What follows belongs to an exercise in optimizing a design on an open flow for small area, a short achievable clock period and few clock cycles per item; a production flow would make more cautious choices. Only simulation tests tie the RTL to the original design; equivalence was not proved.

== the reference run ==
==> flow/design.v (excerpt) <==
module convolution (
    input wire clk,
    input wire rst,
    input wire start,
    input wire [647:0] input_matrix,
    output reg [647:0] output_matrix,
    output reg done
);
Size in the first run: ~12000 cells after synthesis, about 1300 I/O pins, about 190000 sq um of cells after synthesis.
export LEC_CHECK = 0
export CAP_MARGIN = 20
export CORE_MARGIN = 2
export CORE_UTILIZATION = 60
export PLACE_DENSITY = 0.7
export SETUP_SLACK_MARGIN = 3
export SLEW_MARGIN = 20
export SYNTH_HIERARCHICAL = 1
export SYNTH_MINIMUM_KEEP_SIZE = 0
create_clock -name core_clock -period 16.0 [get_ports {clk}]
standard.sh (not shown) runs the stock make flow with config.mk's settings and CLKGATE_MAP_FILE= SYNTH_SCRIPT=/design/flow/synth_recipe.tcl, a recipe that flattens the netlist after the stock synthesis.
==> flow/flow/run.sh <==
#!/bin/bash
# Own layout flow: the standard flow (standard.sh, unchanged synthesis), with the
# port buffers that global placement inserts made sky130_fd_sc_hd__buf_1 instead of
# the default pick (a clock delay buffer). Every port still gets its own buffer.
set -euo pipefail
bash standard.sh "BUFFER_PORTS_ARGS=-buffer_cell sky130_fd_sc_hd__buf_1" finish > flow_make.log 2>&1
The reference run completed; timing, DRC and antenna clean
Testbench counts of the reference run, summed over its fixed seeds: cycles 96, items 96.
#### Input delta (the trial run over the reference run)
# the reference run
export LEC_CHECK = 0
export CAP_MARGIN = 20
export CORE_MARGIN = 2
export CORE_UTILIZATION = 60
export PLACE_DENSITY = 0.7
export SETUP_SLACK_MARGIN = 3
export SLEW_MARGIN = 20
export SYNTH_HIERARCHICAL = 1
export SYNTH_MINIMUM_KEEP_SIZE = 0
create_clock -name core_clock -period 16.0 [get_ports {clk}]
# the trial run
export LEC_CHECK = 0
export CAP_MARGIN = 20
export CORE_MARGIN = 2
export CORE_UTILIZATION = 55
export PLACE_DENSITY = 0.65
export SETUP_SLACK_MARGIN = 4
export SLEW_MARGIN = 20
export SYNTH_HIERARCHICAL = 1
export SYNTH_MINIMUM_KEEP_SIZE = 0
create_clock -name core_clock -period 16.0 [get_ports {clk}]
## What came out
- Number of different library cells in the post-synthesis netlist came out exactly the same in the reference run and the trial run.
- Via count was higher in the run labelled the trial run.
- On the trial run: count of clock-buffer cells in the layout is 4 lower than what the reference run gave.
- The trial run vs. the reference run: sequential share of layout area lost 0.49 points, final period demand of the worst path lost 880 ps.
- Between the reference run and the trial run, the met3 track utilization from global routing is lower for the trial run.

========
convolution again, from the RTL that the note above started with.
## convolution
module convolution (
    input wire clk,
    input wire rst,
    input wire start,
    input wire [647:0] input_matrix,
    output reg [647:0] output_matrix,
    output reg done
);
wire w1, w2;
fa u2 (.a(input_matrix[0]), .b(input_matrix[1]), .c(input_matrix[8]), .s(w1), .co(w2));
wire w3, w4;
fa u4 (.a(input_matrix[1]), .b(input_matrix[2]), .c(input_matrix[9]), .s(w3), .co(w4));
wire w5, w6;
ha u6 (.a(w2), .b(w3), .s(w5), .co(w6));
wire w7, w8;
fa u8 (.a(input_matrix[2]), .b(input_matrix[3]), .c(input_matrix[10]), .s(w7), .co(w8));
wire w9, w10;
fa u10 (.a(w4), .b(w7), .c(w6), .s(w9), .co(w10));
wire w11, w12;
fa u12 (.a(input_matrix[3]), .b(input_matrix[4]), .c(input_matrix[11]), .s(w11), .co(w12));
wire w13, w14;
fa u14 (.a(w8), .b(w11), .c(w10), .s(w13), .co(w14));
wire w15, w16;
fa u16 (.a(input_matrix[4]), .b(input_matrix[5]), .c(input_matrix[12]), .s(w15), .co(w16));
wire w17, w18;
fa u18 (.a(w12), .b(w15), .c(w14), .s(w17), .co(w18));
wire w19, w20;
fa u20 (.a(input_matrix[5]), .b(input_matrix[6]), .c(input_matrix[13]), .s(w19), .co(w20));
wire w21, w22;
fa u22 (.a(w16), .b(w19), .c(w18), .s(w21), .co(w22));
wire w23, w24;
fa u24 (.a(input_matrix[6]), .b(input_matrix[7]), .c(input_matrix[14]), .s(w23), .co(w24));
wire w25, w26;
fa u26 (.a(w20), .b(w23), .c(w22), .s(w25), .co(w26));
wire w27, w28;
fa u28 (.a(input_matrix[7]), .b(input_matrix[15]), .c(w24), .s(w27), .co(w28));
wire w29, w30;
ha u30 (.a(w27), .b(w26), .s(w29), .co(w30));
wire w31, w32;
ha u32 (.a(w28), .b(w30), .s(w31), .co(w32));
wire w33, w34;
fa u34 (.a(input_matrix[0]), .b(input_matrix[8]), .c(input_matrix[9]), .s(w33), .co(w34));
wire w35, w36;
ha u36 (.a(input_matrix[16]), .b(w33), .s(w35), .co(w36));
  ...
clock: 16.0 ns
lec_check: 0
cap_margin: 20
core_margin: 2
core_utilization: 60
place_density: 0.7
setup_slack_margin: 3.5
slew_margin: 20
synth_hierarchical: 1
synth_minimum_keep_size: 0
Scripts as last shown in full above: flow/flow/run.sh
The baseline produced a clean layout.
Testbench counts at the start, summed over its fixed seeds: cycles 96, items 96.
Next try:
Settings changed: SETUP_SLACK_MARGIN 3.5 to 4.
Design area is higher by 4.3%.
First-iteration DRC count is lower by 5.3%.
Register-to-register slack stays flat.
Via count is higher by 1.3%.
Synthesized cell count is unchanged.
Final cell count is higher by 2.8%.
Next try:
Settings changed: SETUP_SLACK_MARGIN 4 to 4.5.
What happened: Via count grows by 2.3%; routed wire length grows by 3.5%; maximum frequency grows by 2.0%; final cell count grows by 2.8%; synthesized cell count does not change; critical path depth grows by 2; worst setup slack gets better by 230 ps; global-route usage grows by 0.83 points.

========
convolution again, from the RTL that the note above started with.
Design convolution, start of the top module:
module convolution (
    input wire clk,
    input wire rst,
    input wire start,
    input wire [647:0] input_matrix,
    output reg [647:0] output_matrix,
    output reg done
);
wire w1, w2;
fa u2 (.a(input_matrix[0]), .b(input_matrix[1]), .c(input_matrix[8]), .s(w1), .co(w2));
wire w3, w4;
fa u4 (.a(input_matrix[1]), .b(input_matrix[2]), .c(input_matrix[9]), .s(w3), .co(w4));
wire w5, w6;
ha u6 (.a(w2), .b(w3), .s(w5), .co(w6));
wire w7, w8;
fa u8 (.a(input_matrix[2]), .b(input_matrix[3]), .c(input_matrix[10]), .s(w7), .co(w8));
wire w9, w10;
fa u10 (.a(w4), .b(w7), .c(w6), .s(w9), .co(w10));
wire w11, w12;
fa u12 (.a(input_matrix[3]), .b(input_matrix[4]), .c(input_matrix[11]), .s(w11), .co(w12));
wire w13, w14;
fa u14 (.a(w8), .b(w11), .c(w10), .s(w13), .co(w14));
wire w15, w16;
fa u16 (.a(input_matrix[4]), .b(input_matrix[5]), .c(input_matrix[12]), .s(w15), .co(w16));
wire w17, w18;
fa u18 (.a(w12), .b(w15), .c(w14), .s(w17), .co(w18));
wire w19, w20;
fa u20 (.a(input_matrix[5]), .b(input_matrix[6]), .c(input_matrix[13]), .s(w19), .co(w20));
wire w21, w22;
fa u22 (.a(w16), .b(w19), .c(w18), .s(w21), .co(w22));
wire w23, w24;
fa u24 (.a(input_matrix[6]), .b(input_matrix[7]), .c(input_matrix[14]), .s(w23), .co(w24));
wire w25, w26;
fa u26 (.a(w20), .b(w23), .c(w22), .s(w25), .co(w26));
wire w27, w28;
fa u28 (.a(input_matrix[7]), .b(input_matrix[15]), .c(w24), .s(w27), .co(w28));
wire w29, w30;
ha u30 (.a(w27), .b(w26), .s(w29), .co(w30));
wire w31, w32;
ha u32 (.a(w28), .b(w30), .s(w31), .co(w32));
wire w33, w34;
fa u34 (.a(input_matrix[0]), .b(input_matrix[8]), .c(input_matrix[9]), .s(w33), .co(w34));
wire w35, w36;
ha u36 (.a(input_matrix[16]), .b(w33), .s(w35), .co(w36));
wire w37, w38;
fa u38 (.a(input_matrix[1]), .b(input_matrix[9]), .c(input_matrix[10]), .s(w37), .co(w38));
wire w39, w40;
  ...
export LEC_CHECK = 0
export CAP_MARGIN = 20
export CORE_MARGIN = 2
export CORE_UTILIZATION = 60
export PLACE_DENSITY = 0.7
export SETUP_SLACK_MARGIN = 3.25
export SLEW_MARGIN = 20
export SYNTH_HIERARCHICAL = 1
export SYNTH_MINIMUM_KEEP_SIZE = 0
create_clock -name core_clock -period 16.0 [get_ports {clk}]
Scripts as last shown in full above: flow/flow/run.sh
The starting point completed with no timing, DRC or antenna violations.
Testbench counts at the start, summed over its fixed seeds: cycles 96, items 96.
Change:
CORE_UTILIZATION = 68   (was 60)
PLACE_DENSITY = 0.78   (was 0.7)
SETUP_SLACK_MARGIN = 4   (was 3.25)
Effect:
- worst setup slack gains 0.65 ns
- synthesized cell count does not change
- area after synthesis stays the same
- via count grows by 4.5%
- non-clock buffer count went up by 653
- final cell count goes up by 0.57%
- routed wire length barely changes
- register-to-register slack barely changes
- flip-flop and latch count stays the same
Change:
CORE_UTILIZATION = 60   (was 68)
PLACE_DENSITY = 0.7   (was 0.78)
SETUP_SLACK_MARGIN = unset   (was 4)
Final cell count shrinks by 0.58%.
Wire length is about the same.
Setup slack got worse by 1.2 ns.
Via count went down by 4.3%.

[separate check: timing with driven ports]
No port has a modelled driver above. Below, the same layouts with a new extraction and two added sets of constraints.
Step 1 sets driving cells, clkbuf_16 on the clock port and buf_2 on the other inputs (assumed; they add their load-dependent delay and slew).
Step 2 moves the port delays by t, midway between the first and last clock arrival at a register: inputs arrive t later, outputs are due t later. That takes back most of the time a late clock gives input paths.
Slacks: ideal / step 1 / step 2; pairs: ideal / step 1.
run	t, ns	setup slack, ns	worst hold slack (ns)	worst register clock-pin slew, ns	worst slew at a driven data input, ns
the reference run	0.967	3.202 / 3.200 / 2.234	0.466 / 0.466 / 0.466	0.07 / 0.07	0.31
the trial run	0.969	4.079 / 4.125 / 3.156	0.477 / 0.477 / 0.477	0.07 / 0.07	0.24
the first run of note 2	0.966	3.691 / 3.659 / 2.693	0.466 / 0.466 / 0.466	0.07 / 0.07	0.33
the second run of note 2	0.963	4.105 / 4.055 / 3.093	0.483 / 0.483 / 0.483	0.07 / 0.07	0.27
the third run of note 2	0.968	4.336 / 4.360 / 3.392	0.488 / 0.488 / 0.488	0.08 / 0.08	0.28
the first run of note 3	0.969	3.404 / 3.345 / 2.376	0.466 / 0.466 / 0.466	0.07 / 0.07	0.31
the second run of note 3	0.959	4.052 / 3.979 / 3.021	0.463 / 0.463 / 0.463	0.07 / 0.07	0.31
the third run of note 3	0.965	2.892 / 2.858 / 1.894	0.466 / 0.466 / 0.466	0.07 / 0.07	0.32
After both steps setup and hold are still met in every run listed. For the second run of note 3, which loses most, drivers alone change the setup slack by -0.073 ns; drivers and shift together by -1.031 ns.
